From an optimization exercise on the open Yosys and OpenROAD flow, aimed at small area and a short achievable clock period; shortcuts taken in it are not production practice.
Function was checked by simulation only, so behaviour that the tests miss may differ from the original.
No activity file was given, so power comes from the tool's default toggle rates.

Design conv, start of the top module:
module conv (
input [4:0] stride,
input  conv_enable,
output reg [18:0] address1 , address2, write_address,
output reg end_reach, full_conv_end, dot_sum_end,
input clk,
input reset,
input [9:0] w1 ,h1,w2,h2,
output reg [9:0] width, height
  );
reg [4:0]  sR;
reg [9:0]  K;        
reg [9:0]  h1m1;     
reg [9:0]  h1ms;     
reg        w2is1;    
always @(posedge clk) begin
  sR    <= stride;
  K     <= w1 - w2 + 10'd1;
  h1m1  <= h1 - 10'd1;
  h1ms  <= h1 - {5'b0, stride};
  w2is1 <= (w2 == 10'd1);
end
reg [5:0]  hc;              
reg [5:0]  vc;              
reg [9:0]  H, V;            
reg        Hz;              
reg [9:0]  R;               
reg [18:0] win_base;        
reg [18:0] nrb;             
wire        step    = conv_enable && !full_conv_end;
wire        wrap    = (hc == 6'd1);
wire        win_end = wrap && (vc == 6'd1);
wire [9:0]  Hs      = H + {5'b0, sR};
wire [9:0]  VS      = V + {5'b0, sR};
wire [9:0]  R1      = R + 10'd1;
wire        LC      = ({1'b0, Hs} >= {1'b0, K});
wire        row_end = win_end && LC;
wire [18:0] wrap_val = address1 + {9'b0, K};
wire        cap     = wrap && Hz && (R1 == VS);
wire [18:0] a1_n    = row_end ? (cap ? wrap_val : nrb) :
                      win_end ? win_base + {14'b0, sR} :
                      wrap    ? wrap_val : address1 + 19'd1;
wire        Hlast   = (H + 10'd1 == K);
wire        fce_n   = (wrap && !win_end && Hz && (R == h1m1)) ||
                      (row_end && (V == h1ms));
wire        hgt_n   = (hc == 6'd2 && Hlast && R == h1m1) ||
                      (wrap && !win_end && w2is1 && Hlast && R1 == h1m1) ||
                      (win_end && !LC && w2is1 && (Hs + 10'd1 == K) && V == h1m1) ||
                      (row_end && w2is1 && K == 10'd1 && V + 10'd1 == h1ms);
wire [9:0]  hgt_v   = (row_end ? VS : V) + 10'd1;
always @(posedge clk) begin
  if (reset) begin
    hc <= w2[5:0]; vc <= h2[5:0];
    H <= 0; V <= 0; R <= 0; Hz <= 1'b1;
    win_base <= 0;
    address1 <= 0; address2 <= 0; write_address <= 0;
    end_reach <= 0; dot_sum_end <= 0; full_conv_end <= 0;
    width <= 0; height <= 0;
  end else if (conv_enable) begin
    dot_sum_end <= step && win_end;
    if (step) begin
      hc <= wrap ? w2[5:0] : hc - 6'd1;
  ...
For scale: roughly 1500 cells after synthesis, about 200 flip-flops, about 13000 um^2 of cells after synthesis.
export LEC_CHECK = 0
export ABC_CLOCK_PERIOD_IN_PS = 2500
export CAP_MARGIN = 20
export CORE_MARGIN = 2
export CORE_UTILIZATION = 40
export SETUP_SLACK_MARGIN = 5
export SLEW_MARGIN = 20
create_clock -name core_clock -period 11.0 [get_ports {clk}]
run.sh (not shown) runs the stock make flow with config.mk's settings and CLKGATE_MAP_FILE= SYNTH_SCRIPT=/design/flow/synth_recipe.tcl, a recipe that flattens the netlist after the stock synthesis.
Next try:
ABC_CLOCK_PERIOD_IN_PS = not set   (was 2500)
SETUP_SLACK_MARGIN = not set   (was 5)
Via count is unchanged. Clock power hardly moves. Critical path depth stays the same. Synthesized cell count is unchanged. Worst setup slack stays the same. First-iteration DRC count stays the same. Clock skew stays the same. Routed wire length is unchanged. Cell count does not change. Register-to-register slack stays flat. Core utilization is unchanged.

The RTL this note starts from:
==> flow/design.v <==
`timescale 1ns / 1ps
module conv (
input [4:0] stride,
input  conv_enable,
output reg [18:0] address1,
output [18:0] address2,
output reg [18:0] write_address,
output end_reach,
output reg full_conv_end, dot_sum_end,
input clk,
input reset,
input [9:0] w1 ,h1,w2,h2,
output reg [9:0] width, height
  );
wire [9:0] w2s = {4'b0, w2[5:0]};
wire [9:0] h2s = {4'b0, h2[5:0]};
reg [4:0]  sR;
reg [9:0]  Km;        
reg        K1;        
reg        w2is1;     
reg        h2is1;     
reg        sis1;      
reg [6:0]  CS1;       
function [9:0] sub10;
  input [9:0] a, b;
  reg [10:0] g, p, q;
  integer i, d;
  begin
    g[0] = 1'b1; p[0] = 1'b0;             
    for (i = 0; i < 10; i = i + 1) begin
      g[i+1] = a[i] & ~b[i];
      p[i+1] = a[i] ^ ~b[i];
    end
    q = p;
    for (d = 1; d < 11; d = d * 2)
      for (i = 10; i >= 1; i = i - 1)
        if (i >= d) begin
          g[i] = g[i] | (p[i] & g[i-d]);
          p[i] = p[i] & p[i-d];
        end
    for (i = 0; i < 10; i = i + 1)
      sub10[i] = q[i+1] ^ g[i];
  end
endfunction
always @(posedge clk) begin
  sR     <= stride;
  Km     <= sub10(w1, w2s);
  K1     <= (w1 == w2s);
  w2is1  <= (w2s == 10'd1);
  h2is1  <= (h2s == 10'd1);
  sis1   <= (stride == 5'd1);
  CS1    <= {1'b0, h2[5:0]} + 7'd2 - {2'b0, stride};
end
reg [5:0]  hc;              
reg        wrapF;           
reg [5:0]  vc;              
reg        vclF;            
reg        capF;            
reg [9:0]  P;               
reg        LC;              
reg        Hz;              
reg        HL;              
reg [9:0]  RL;              
reg [9:0]  VL;              
reg [9:0]  Vp1;             
reg [18:0] win_base;        
reg [18:0] nrb;             
reg [11:0] a2;              
assign end_reach = 1'b0;
assign address2 = {7'b0, a2};
wire        go      = conv_enable && !full_conv_end;
wire        wrap    = wrapF;
wire        win_end = wrapF && vclF;
wire        row_end = win_end && LC;
wire        cap     = wrapF && Hz && capF;
wire [18:0] a1_inc  = address1 + 19'd1;
wire [18:0] a1_wv   = address1 + {9'b0, Km} + 19'd1;
wire [18:0] a1_bs   = win_base + {14'b0, sR};
wire [18:0] nrb_cur = cap ? a1_wv : nrb;
wire [18:0] a1_n    = row_end ? nrb_cur :
                      win_end ? a1_bs :
                      wrap    ? a1_wv : a1_inc;
wire [9:0]  P_s     = P + {5'b0, sR};
wire [9:0]  P_n     = row_end ? {5'b0, sR} : P_s;
wire [9:0]  VLs     = VL - {5'b0, sR};
wire [9:0]  RL_n    = row_end ? VLs :
                      win_end ? VL :
                      wrap    ? RL - 10'd1 : RL;
wire        RL1     = (RL == 10'd1);
wire        Hz_n    = row_end || (Hz && !win_end);
wire        HL_n    = row_end ? K1 : win_end ? (P == Km) : HL;
wire        fce_n   = (wrap && !win_end && Hz && RL1) ||
                      (row_end && VL == {5'b0, sR});
wire        hgt_n   = (!wrap && hc == 6'd2 && HL && RL1) ||
                      (wrap && !win_end && w2is1 && HL && RL == 10'd2) ||
                      (win_end && !LC && w2is1 && P == Km && VL == 10'd1) ||
                      (row_end && w2is1 && K1 && VL == 10'd2);    
wire [9:0]  Vp1_n   = row_end ? Vp1 + {5'b0, sR} : Vp1;
always @(posedge clk) begin
  if (reset) begin
    hc <= w2[5:0]; wrapF <= (w2s == 10'd1);
    vc <= h2[5:0]; vclF <= (h2s == 10'd1);
    capF <= (stride == 5'd1);
    P <= {5'b0, stride};
    Hz <= 1'b1; HL <= (w1 == w2s);
    RL <= h1; VL <= h1; Vp1 <= 10'd1;
    win_base <= 0;
    address1 <= 0; a2 <= 0; write_address <= 0;
    dot_sum_end <= 0; full_conv_end <= 0;
    width <= 0; height <= 0;
  end else if (conv_enable) begin
    dot_sum_end <= go && win_end;
    if (go) begin
      hc <= wrap ? w2[5:0] : hc - 6'd1;
      wrapF <= wrap ? w2is1 : (hc == 6'd2);
      if (win_end) begin
        vc <= h2[5:0]; vclF <= h2is1; capF <= sis1;
      end else if (wrap) begin
        vc <= vc - 6'd1; vclF <= (vc == 6'd2); capF <= ({1'b0, vc} == CS1);
      end
      if (win_end) P <= P_n;
      Hz <= Hz_n; HL <= HL_n;
      RL <= RL_n; Vp1 <= Vp1_n;
      if (row_end) VL <= VLs;
      address1 <= a1_n;
      if (win_end) win_base <= a1_n;
      a2 <= win_end ? 12'd0 : a2 + 12'd1;
      if (win_end) write_address <= write_address + 19'd1;
      if (row_end) width <= P;
      if (fce_n) full_conv_end <= 1'b1;
      if (hgt_n) height <= Vp1_n;
    end
  end
end
always @(posedge clk) begin
  if (cap) nrb <= a1_wv;
end
wire LC_n = P_n > Km;
wire LC_h = P > Km;
always @(posedge clk) begin
  if (reset) LC <= (w1 == 10'd1);
  else LC <= (go && win_end) ? LC_n : LC_h;
end
endmodule
export LEC_CHECK = 0
export CAP_MARGIN = 20
export CORE_MARGIN = 2
export CORE_UTILIZATION = 40
export SLEW_MARGIN = 20
create_clock -name core_clock -period 11.0 [get_ports {clk}]
standard.sh (not shown) runs the stock make flow with config.mk's settings and CLKGATE_MAP_FILE= SYNTH_SCRIPT=/design/flow/synth_recipe.tcl, a recipe that flattens the netlist after the stock synthesis.
==> flow/flow/run.sh <==
#!/bin/bash
set -euo pipefail
cd "$(dirname "$0")/.."
bash standard.sh SETUP_SLACK_MARGIN=7.95 "BUFFER_PORTS_ARGS=-buffer_cell sky130_fd_sc_hd__buf_2" finish > flow_make.log 2>&1
Rerun with:
==> flow/flow/run.sh (replaced) <==
#!/bin/bash
set -euo pipefail
cd "$(dirname "$0")/.."
bash standard.sh SETUP_SLACK_MARGIN=7.7 "BUFFER_PORTS_ARGS=-buffer_cell sky130_fd_sc_hd__buf_2" finish > flow_make.log 2>&1
=> Total power is lower by 2.6%; via count is lower by 2.7%; maximum frequency shrinks by 1.3%; core utilization shrinks by 5.4 points; wire length fell by 3.9%; sequential power came out higher by about 1%; final area came out lower by 10%; worst setup slack gets worse by 42 ps.

separate check: timing with driven ports:
Ports are ideal in the flow. The routed layouts listed here were re-timed in OpenROAD. Step 1 (the two cells are an assumption about what drives the block):
set clk [get_ports {clk}]
set_driving_cell -lib_cell sky130_fd_sc_hd__clkbuf_16 $clk
set_driving_cell -lib_cell sky130_fd_sc_hd__buf_2 [delete_from_list [all_inputs] $clk]
Step 2 adds t to the input delays and takes it off the output delays; t is the mean of the earliest and latest rising clock arrival at the registers after step 1. Input paths then give back, and output paths get back, about the clock's delay inside the block. a / b / c = no drivers / after step 1 / after step 2; a / b = the first two.
| run | t, ns | setup WS [ns] | slew at the worst register clock pin (ns) |
|---|---|---|---|
| the first run of note 1 | 0.496 | 5.632 / 5.632 / 5.632 | 0.08 / 0.08 |
| the second run of note 1 | 0.496 | 5.632 / 5.632 / 5.632 | 0.08 / 0.08 |
| the first run of note 2 | 0.485 | 7.743 / 7.694 / 7.280 | 0.09 / 0.09 |
| the second run of note 2 | 0.475 | 7.700 / 7.693 / 7.267 | 0.08 / 0.08 |
After both steps setup and hold are still met in every run listed. The setup slack of the first run of note 2, which loses most, moves by -0.049 ns with the drivers and by -0.463 ns with both steps.
